From an optimization exercise on the open Yosys and OpenROAD flow, aimed at small area and a short achievable clock period; shortcuts taken in it are not production practice. In this exercise RTL edits were held to simulation tests only and were not proved equivalent to the original. No activity file was given, so power comes from the tool's default toggle rates.

==> inputs of 05-18 <==
==> flow/design.v (excerpt) <==
module gb80_cpu(
   F_data, A_data, instruction, IF_data,
   IE_data, regs_data, mem_we_l, mem_re_l, halt, debug_halt,
   cpu_addr_out, data_out,
   data_in,
   IF_in, IE_in, IF_load, IE_load, cpu_mem_disable, clock, reset,
   bp_addr, bp_step, bp_continue, ext_halt
   );
   output wire [15:0] cpu_addr_out;
   output wire [7:0]  data_out;
   input [7:0]        data_in;
   output wire [7:0] F_data;
   output wire [7:0] A_data, instruction;
   output wire [79:0] regs_data;
   output wire [4:0] IF_data, IE_data;
   output wire  mem_we_l, mem_re_l;
   output wire  halt;
   output wire  debug_halt;
   input [4:0]  IF_in, IE_in;
   input        IF_load, IE_load;
   input        cpu_mem_disable;
   input        clock, reset, ext_halt;
   input [15:0] bp_addr;
   input        bp_step, bp_continue;
   parameter
     F_Z = 3, F_N = 2, F_H = 1, F_C = 0,
     I_HILO = 4, I_SERIAL = 3, I_TIMA = 2, I_LCDC = 1, I_VBLANK = 0;
   wire [15:0]  addr_bus;
   wire [7:0]   data_bus;
   wire         bp_pc;
   assign bp_pc = regs_data[15:0] == bp_addr;
   wire        addr_buf_load_ext, addr_buf_write_ext;
   wire        data_buf_load_ext, data_buf_write_ext;
   wire [7:0]   data_ext_out, data_ext_in;
   wire [15:0]  addr_ext_out, addr_ext_in;
	assign cpu_addr_out = addr_ext_out; 
   wire         high_mem = (16'hff80 <= addr_ext_out) & 
                (addr_ext_out <= 16'hfffe); 
   wire         bp_hit;
   wire         kill = ext_halt | bp_hit;
   wire [7:0]   high_mem_rdata;
   assign data_ext_in = (high_mem) ? high_mem_rdata :
                        (cpu_mem_disable) ? 8'h0 : data_in;
  ...
Settings: LEC_CHECK=0, CAP_MARGIN=20, CORE_MARGIN=2, CORE_UTILIZATION=40, PLACE_DENSITY=0.55, SETUP_SLACK_MARGIN=1.5, SLEW_MARGIN=20; clock period 10.0 ns.
run.sh (not shown) runs the stock make flow with config.mk's settings and CLKGATE_MAP_FILE= SYNTH_SCRIPT=/design/flow/synth_recipe.tcl, a recipe that flattens the netlist after the stock synthesis.
==> 07-15: changes against 05-18 <==
--- a/flow/design.v
+++ b/flow/design.v
@@ -320,13 +320,13 @@
    data_buf_load, data_buf_write, addr_buf_load_ext,
    addr_buf_write_ext, data_buf_load_ext, data_buf_write_ext,
    inst_reg_load, A_load, F_load, temp1_load, temp0_load, IF_load_l,
    IME_set, IME_reset, regfile_data_gate, A_data_gate, F_data_gate,
    alu_data_gate, regfile_addr_gate, interrupt_data_gate,
    alu_data1_in_sel, alu_data0_in_sel, addr_ff00_sel, alu_op,
-   alu_size, halt, debug_halt, bp_hit,
+   alu_size, halt, debug_halt,
    bp_step, bp_continue, bp_pc, instruction, taken, interrupt,
    IME_data, clock, reset, ext_halt
    );
    parameter
      F_Z = 3, F_N = 2, F_H = 1, F_C = 0;
    output wire [4:0]  regfile_rn_in, regfile_rn_out;
@@ -343,15 +343,14 @@
    output reg         alu_data_gate;
    output reg         regfile_addr_gate, interrupt_data_gate;
    output reg [1:0]   alu_data1_in_sel, alu_data0_in_sel;
    output reg         addr_ff00_sel;
    output reg [4:0]   alu_op;
    output reg [1:0]   alu_size;
-   output wire        halt;
-   output reg         debug_halt;
-   output wire        bp_hit;        
+   output reg         halt;
+   output reg         debug_halt;        
    input              bp_step, bp_continue, bp_pc;
    input [7:0]        instruction;
    input              taken, interrupt, IME_data;
    input              clock, reset;
    input              ext_halt;
    reg                 next_debug_halt;
@@ -388,15 +387,12 @@
    reg                regfile_change16_l, regfile_inc_l, regfile_inc_pc;
    reg                regfile_we_l;
    assign rn_in_inter = (regfile_inc_pc) ? 5'b10_100 : rn_in;
    assign regfile_we = regfile_inc_pc | regfile_we_l;
    assign regfile_change16 = regfile_inc_pc | regfile_change16_l;
    assign regfile_inc = regfile_inc_pc | regfile_inc_l;
-   reg                halt_d;
-   assign halt = ext_halt ? halted : halt_d;
-   assign bp_hit = (cycle == 5'd0) & bp_pc & ~debug_halt;
    wire [5:0]         next_cycle_high;
    assign next_cycle_high = {1'b0, cycle} + 6'b1;
    always @(posedge clock or posedge reset) begin
       if (reset) begin
          cycle <= 5'd0;
          cb <= 1'b0;
@@ -410,13 +406,13 @@
       end else if (ext_halt) begin
       end else begin
          cycle <= next_cycle;
          cb <= next_cb;
          branch_taken <= next_branch_taken;
          interrupt_handle <= next_interrupt_handle;
-         halted <= halt_d;
+         halted <= halt;
          debug_halt <= next_debug_halt;
          step_inst <= next_step_inst;
          step_pressed <= next_step_pressed;
          continue_pressed <= next_continue_pressed;
       end
    end
@@ -442,24 +438,27 @@
       rn_out = 5'b11_111;
       nin_rn_in = 3'd0;
       nin_rn_out = 3'd0;
       {rn16_in, rn16_out} = 2'd0;
       {rn16_in_hi, rn16_in_lo, rn16_out_hi, rn16_out_lo} = 4'd0;
       {IF_load_l, interrupt_data_gate, IME_set, IME_reset} = 4'd0;
-      halt_d = halted;
+      halt = halted;
       next_step_pressed = step_pressed | bp_step;
       next_continue_pressed = continue_pressed | bp_continue;
       next_debug_halt = debug_halt;
       next_step_inst = step_inst;
-      if (debug_halt & ~step_inst) begin
+      if (cycle == 5'd0 & bp_pc & ~debug_halt & ~ext_halt) begin
+         m_cycles = 4'd1;
+         next_debug_halt = 1'b1;
+      end else if (ext_halt | ( debug_halt & ~step_inst)) begin
          m_cycles = 4'd1;
       end else if (~debug_halt & interrupt & IME_data & cycle == 5'd0) begin
          m_cycles = 4'd5;
          next_interrupt_handle = 1'b1;
          if (halted) begin
-            halt_d = 1'b0;
+            halt = 1'b0;
          end
          IME_reset = 1'b1;
          regfile_we_l = 1'b1;
          regfile_change16_l = 1'b1;
          regfile_inc_l = 1'b0;
          rn_in = 5'b10_011;
@@ -525,22 +524,22 @@
               rn_in = 5'b00_100;
               IF_load_l = 1'b1;
            end
          endcase
       end else if ((halted) & ~(~IME_data & interrupt)) begin
          m_cycles = 4'd1;
-         halt_d = 1'b1;
+         halt = 1'b1;
       end else if (cycle == 5'd0) begin
          m_cycles = 4'd1;
          rn_out = 5'b10_100;
          regfile_addr_gate = 1'b1;
          addr_buf_load = 1'b1;
       end else if (cycle == 5'd1) begin
          m_cycles = 4'd1;
          if (halted & ~IME_data & interrupt) begin
-            halt_d = 1'b0;
+            halt = 1'b0;
          end else begin
             regfile_inc_pc = 1'b1;
          end
          addr_buf_write_ext = 1'b1;
          data_buf_load_ext = 1'b1;
       end else if (cycle == 5'd2) begin
@@ -564,13 +563,13 @@
       else if (~cb) begin
          casex (instruction)
            8'b0: begin
               m_cycles = 4'd1;
            end
            8'b01_110_110: begin
-              halt_d = 1'b1;
+              halt = 1'b1;
            end
            8'b01_xxx_xxx: begin
               if (instruction[2:0] == 3'b110) begin
                  m_cycles = 4'd2;
                  case (cycle)
                    5'd3: begin
@@ -2041,20 +2040,12 @@
                    end
                  endcase
               end  
            end  
          endcase  
       end  
-      if (bp_hit) begin
-         m_cycles = 4'd1;
-         next_debug_halt = 1'b1;
-         next_interrupt_handle = interrupt_handle;
-         next_branch_taken = branch_taken;
-         next_cb = cb;
-         halt_d = halted;
-      end
       if (next_cycle_high[5:2] == m_cycles) begin
          next_cycle = 5'b0;
          next_cb = 1'b0;
          next_interrupt_handle = 1'b0;
          next_branch_taken = 1'b0;
          if (step_pressed | bp_step) begin
@@ -2111,24 +2102,25 @@
    wire        data_buf_load_ext, data_buf_write_ext;
    wire [7:0]   data_ext_out, data_ext_in;
    wire [15:0]  addr_ext_out, addr_ext_in;
 	assign cpu_addr_out = addr_ext_out; 
    wire         high_mem = (16'hff80 <= addr_ext_out) & 
                 (addr_ext_out <= 16'hfffe); 
-   wire         bp_hit;
-   wire         kill = ext_halt | bp_hit;
-   wire [7:0]   high_mem_rdata;
-   assign data_ext_in = (high_mem) ? high_mem_rdata :
+   wire [7:0]   high_mem_data, high_mem_rdata;
+   wire [15:0]  high_mem_addr;
+   assign high_mem_addr = addr_ext_out - 16'hff80;
+   assign high_mem_data = (data_buf_write_ext & high_mem) ? data_ext_out :
+                          high_mem_rdata;
+   assign data_ext_in = (high_mem) ? high_mem_data :
                         (cpu_mem_disable) ? 8'h0 : data_in;
    assign addr_ext_in = 16'h0;
    assign data_out = data_ext_out;
    hram #(127) high_mmmod(.rdata(high_mem_rdata),
-                          .wdata(data_ext_out),
-                          .addr(addr_ext_out[6:0]),
-                          .mem_we(addr_buf_write_ext & data_buf_write_ext &
-                                  high_mem & ~kill),
+                          .wdata(high_mem_data),
+                          .addr(high_mem_addr[6:0]),
+                          .mem_we(addr_buf_write_ext & high_mem & ~ext_halt),
                           .reset(reset),
                           .clock(clock));
    wire [7:0]    temp1_data, temp0_data;
    wire [4:0]   IF_in_l, IE_in_l;
    wire         IME_data;
    wire         IE_load_l;
@@ -2136,13 +2128,13 @@
    reg [2:0]   interrupt_sel;  
    reg [3:0]   interrupt_addr_bits;  
    wire         IF_load_l;  
    wire         interrupt_data_gate;  
    wire         interrupt;  
    assign interrupt = ~((IF_data & IE_data) == 5'd0);
-   assign IF_in_l = (IF_load_l & ~kill) ? IF_in | (IF_data & interrupt_mask) : IF_in;
+   assign IF_in_l = (IF_load_l) ? IF_in | (IF_data & interrupt_mask) : IF_in;
    assign IE_load_l = (~mem_we_l) ? addr_ext_out == 16'hffff : 1'b0;
    assign IE_in_l = (IE_load_l) ? data_ext_out[4:0] : IE_in;
    always @(*) begin
       casex (IF_data & IE_data)
         5'bxx_xx1: begin
            interrupt_sel = 3'd0;
@@ -2183,14 +2175,14 @@
    wire [3:0]   alu_flags_in, alu_flags_out;
    assign alu_flags_in = F_data[7:4];
    wire [15:0]  regfile_data_out, regfile_data_addr;
    wire [7:0]   regfile_data_in;
    wire        addr_buf_load, addr_buf_write;
    wire        data_buf_load, data_buf_write;
-   assign mem_we_l = ~(data_buf_write_ext & ~high_mem & ~cpu_mem_disable & ~kill);
-   assign mem_re_l = ~(data_buf_load_ext & ~high_mem & ~cpu_mem_disable & ~kill);
+   assign mem_we_l = ~(data_buf_write_ext & ~high_mem & ~cpu_mem_disable & ~ext_halt);
+   assign mem_re_l = ~(data_buf_load_ext & ~high_mem & ~cpu_mem_disable & ~ext_halt);
    wire        inst_reg_load, A_load, F_load, temp1_load, temp0_load;
    wire        IME_set, IME_reset;
    wire        regfile_data_gate, A_data_gate, F_data_gate, regfile_addr_gate;
    wire        alu_data_gate;
    wire [1:0]  alu_data1_in_sel, alu_data0_in_sel;
    wire        addr_ff00_sel;
@@ -2229,64 +2221,64 @@
    end
    assign regfile_data_in = data_bus;
    nobus_buffer #(8, 0) data_buf(.bus_in(data_bus),
                                  .bus_out(data_buf_q),
                                  .bus_ext_out(data_ext_out),
                                  .bus_ext_in(data_ext_in),
-                                 .bus_read(data_buf_load & ~kill),
+                                 .bus_read(data_buf_load & ~ext_halt),
                                  .bus_write(data_buf_write),
-                                 .bus_ext_read(data_buf_load_ext & ~kill),
+                                 .bus_ext_read(data_buf_load_ext & ~ext_halt),
                                  .clock(clock),
                                  .reset(reset));
    nobus_buffer #(16, 0) addr_buf(.bus_in(addr_bus),
                                   .bus_out(addr_buf_q),
                                   .bus_ext_out(addr_ext_out),
                                   .bus_ext_in(addr_ext_in),
-                                  .bus_read(addr_buf_load & ~kill),
+                                  .bus_read(addr_buf_load & ~ext_halt),
                                   .bus_write(addr_buf_write),
-                                  .bus_ext_read(addr_buf_load_ext & ~kill),
+                                  .bus_ext_read(addr_buf_load_ext & ~ext_halt),
                                   .clock(clock),
                                   .reset(reset));
    register #(8, 0) inst_reg(.q(instruction),
                              .d(data_bus),
-                             .load(inst_reg_load & ~kill),
+                             .load(inst_reg_load & ~ext_halt),
                              .clock(clock),
                              .reset(reset));
    register #(8, 8'h11) A_reg(.q(A_data),
                           .d(alu_data_out),
-                          .load(A_load & ~kill),
+                          .load(A_load & ~ext_halt),
                           .clock(clock),
                           .reset(reset));
    register #(8, 8'hB0) F_reg(.q(F_data),
                           .d({alu_flags_out, 4'b0}),
-                          .load(F_load & ~kill),
+                          .load(F_load & ~ext_halt),
                           .clock(clock),
                           .reset(reset));
    register #(8, 0) temp1_reg(.q(temp1_data),
                               .d(data_bus),
-                              .load(temp1_load & ~kill),
+                              .load(temp1_load & ~ext_halt),
                               .clock(clock),
                               .reset(reset));
    register #(8, 0) temp0_reg(.q(temp0_data),
                               .d(data_bus),
-                              .load(temp0_load & ~kill),
+                              .load(temp0_load & ~ext_halt),
                               .clock(clock),
                               .reset(reset));
    register #(5, 0) IF_reg(.q(IF_data),
                            .d(IF_in_l),
-                           .load((IF_load_l & ~kill) | IF_load),
+                           .load(IF_load_l | IF_load),
                            .clock(clock),
                            .reset(reset));
    register #(5, 0) IE_reg(.q(IE_data),
                            .d(IE_in_l),
                            .load((IE_load_l | IE_load) & ~ext_halt),
                            .clock(clock),
                            .reset(reset));
    register #(1, 1) IME_reg(.q(IME_data),
                             .d(IME_set),
-                            .load((IME_set | IME_reset) & ~kill),
+                            .load((IME_set | IME_reset) & ~ext_halt),
                             .clock(clock),
                             .reset(reset));
    wire [7:0]   data_buf_q;
    wire [15:0]  addr_buf_q;
    wire [7:0]   data_bus_src;
    assign data_bus_src = ({8{data_buf_write}} & data_buf_q) |
@@ -2309,13 +2301,13 @@
    regfile gb80_regfile( 
                         .regs_data      (regs_data[79:0]),
                         .regfile_data_out(regfile_data_out[15:0]),
                         .regfile_data_in(regfile_data_in[7:0]),
                         .regfile_rn_in  (regfile_rn_in[4:0]),
                         .regfile_rn_out (regfile_rn_out[4:0]),
-                        .regfile_we     (regfile_we & ~kill),
+                        .regfile_we     (regfile_we & ~ext_halt),
                         .regfile_change16(regfile_change16),
                         .regfile_inc    (regfile_inc),
                         .regfile_jp_hl  (regfile_jp_hl),
                         .reset          (reset),
                         .clock          (clock),
                         .halt           (halt));
@@ -2353,13 +2345,12 @@
                       .addr_ff00_sel    (addr_ff00_sel),
                       .alu_op           (alu_op[4:0]),
                       .alu_size         (alu_size[1:0]),
                       .halt             (halt),
                       .ext_halt         (ext_halt),
                       .debug_halt       (debug_halt),
-                      .bp_hit           (bp_hit),
                       .bp_step          (bp_step),
                       .bp_continue      (bp_continue),
                       .bp_pc            (bp_pc), 
                       .instruction      (instruction[7:0]),
                       .taken            (taken),
                       .interrupt        (interrupt),
@@ -2473,21 +2464,18 @@
    output wire [7:0] rdata;
    input [7:0]       wdata;
    input [6:0]       addr;
    input             mem_we;
    input             reset, clock;
    reg [7:0]         data[0:size-1];
-   reg [size-1:0]    written;
-   always @(posedge clock) begin
-      if (mem_we) begin
-         data[addr] <= wdata;
-      end
-   end
+   integer           i;
    always @(posedge clock or posedge reset) begin
       if (reset) begin
-         written <= {size{1'b0}};
-      end else if (mem_we) begin
-         written[addr] <= 1'b1;
+         for (i = 0; i < size; i = i + 1) begin
+            data[i] <= 8'hee;
+         end
+      end else if (mem_we && addr < size) begin
+         data[addr] <= wdata;
       end
    end
-   assign rdata = written[addr] ? data[addr] : 8'hee;
+   assign rdata = (addr < size) ? data[addr] : 8'h00;
 endmodule
- SETUP_SLACK_MARGIN: 1.5 -> unset
==> run summary <==
quantity	07-15	05-18
Footprint of the multi-input gates	31400 um2	25000 um2
Met1 routed wirelength after detailed routing	159 mm	114 mm
Relative slew margins	0.140	0.157
Post-synthesis cell type with the largest combined area	sky130_fd_sc_hd__dfstp_2	sky130_fd_sc_hd__edfxtp_1
Adder and majority cell fraction of the synthesized area	0.0140	0.0148
Post-layout minimum cycle time	9.79 ns	8.84 ns
Tightest Pin Transition	1.29 ns	1.26 ns
Die Width	403 um	402 um
Count of nets after finishing	7840	5862
Routed wire length	381 mm	297 mm
Largest net degree at the start of global routing	160	118
Count of clock-net buffers in the final layout	202	178
Ratio of total power to cell area	236 nW/um2	316 nW/um2
Status	timing/DRC/antenna clean	timing/DRC/antenna clean
Seq cells post-synth	1180	1307
Part of the total power dissipated in combinational logic	0.436	0.489
Largest driver fanout on the critical path	12	19
First-pass iteration count of the detailed router	9	6
Synthesized-area fraction occupied by ao, oa, aoi and oai cells	0.259	0.210
Met2 global-route usage	0.604	0.582
Antenna violations before repair	23	13
Reg area	30500 um2	37900 um2
Final Cycle Share	0.979	0.884
Leakage power of the design	30.0 nW	26.6 nW
P_int	0.0107 W	0.0135 W
Most common cell on crit path	sky130_fd_sc_hd__buf_4	sky130_fd_sc_hd__a21oi_2
Parity-gate share of the synthesized area counting xor and xnor cells	0.00943	0.0100

## static timing again, ports no longer ideal
In the flow no input, the clock included, has a driving cell. The finished layouts below were timed again as built, in two steps.
Step 1 (the two cells are an assumption about what drives the block):
set clk [get_ports {clock}]
set_driving_cell -lib_cell sky130_fd_sc_hd__clkbuf_16 $clk
set_driving_cell -lib_cell sky130_fd_sc_hd__buf_2 [delete_from_list [all_inputs] $clk]
Step 2, shift: input delay + t, output delay - t, t = (earliest + latest rising clock arrival at the registers) / 2. This alone moves slack from input paths to output paths.
Slacks: ideal / step 1 / step 2; pairs: ideal / step 1.
run	t, ns	slack for setup (ns)	hold slack, ns	worst setup path after step 2	worst register clock-pin slew, ns
05-18	0.873	1.158 / 1.158 / 1.158	0.468 / 0.468 / 0.468	register to register	0.09 / 0.09
07-15	0.865	0.213 / 0.213 / -0.501	0.476 / 0.476 / 0.476	input to register	0.07 / 0.07
Met with ideal ports but missed after step 2: setup timing in 07-15. The setup slack of 07-15, which loses most, moves by 0.000 ns with the drivers and by -0.714 ns with both steps.
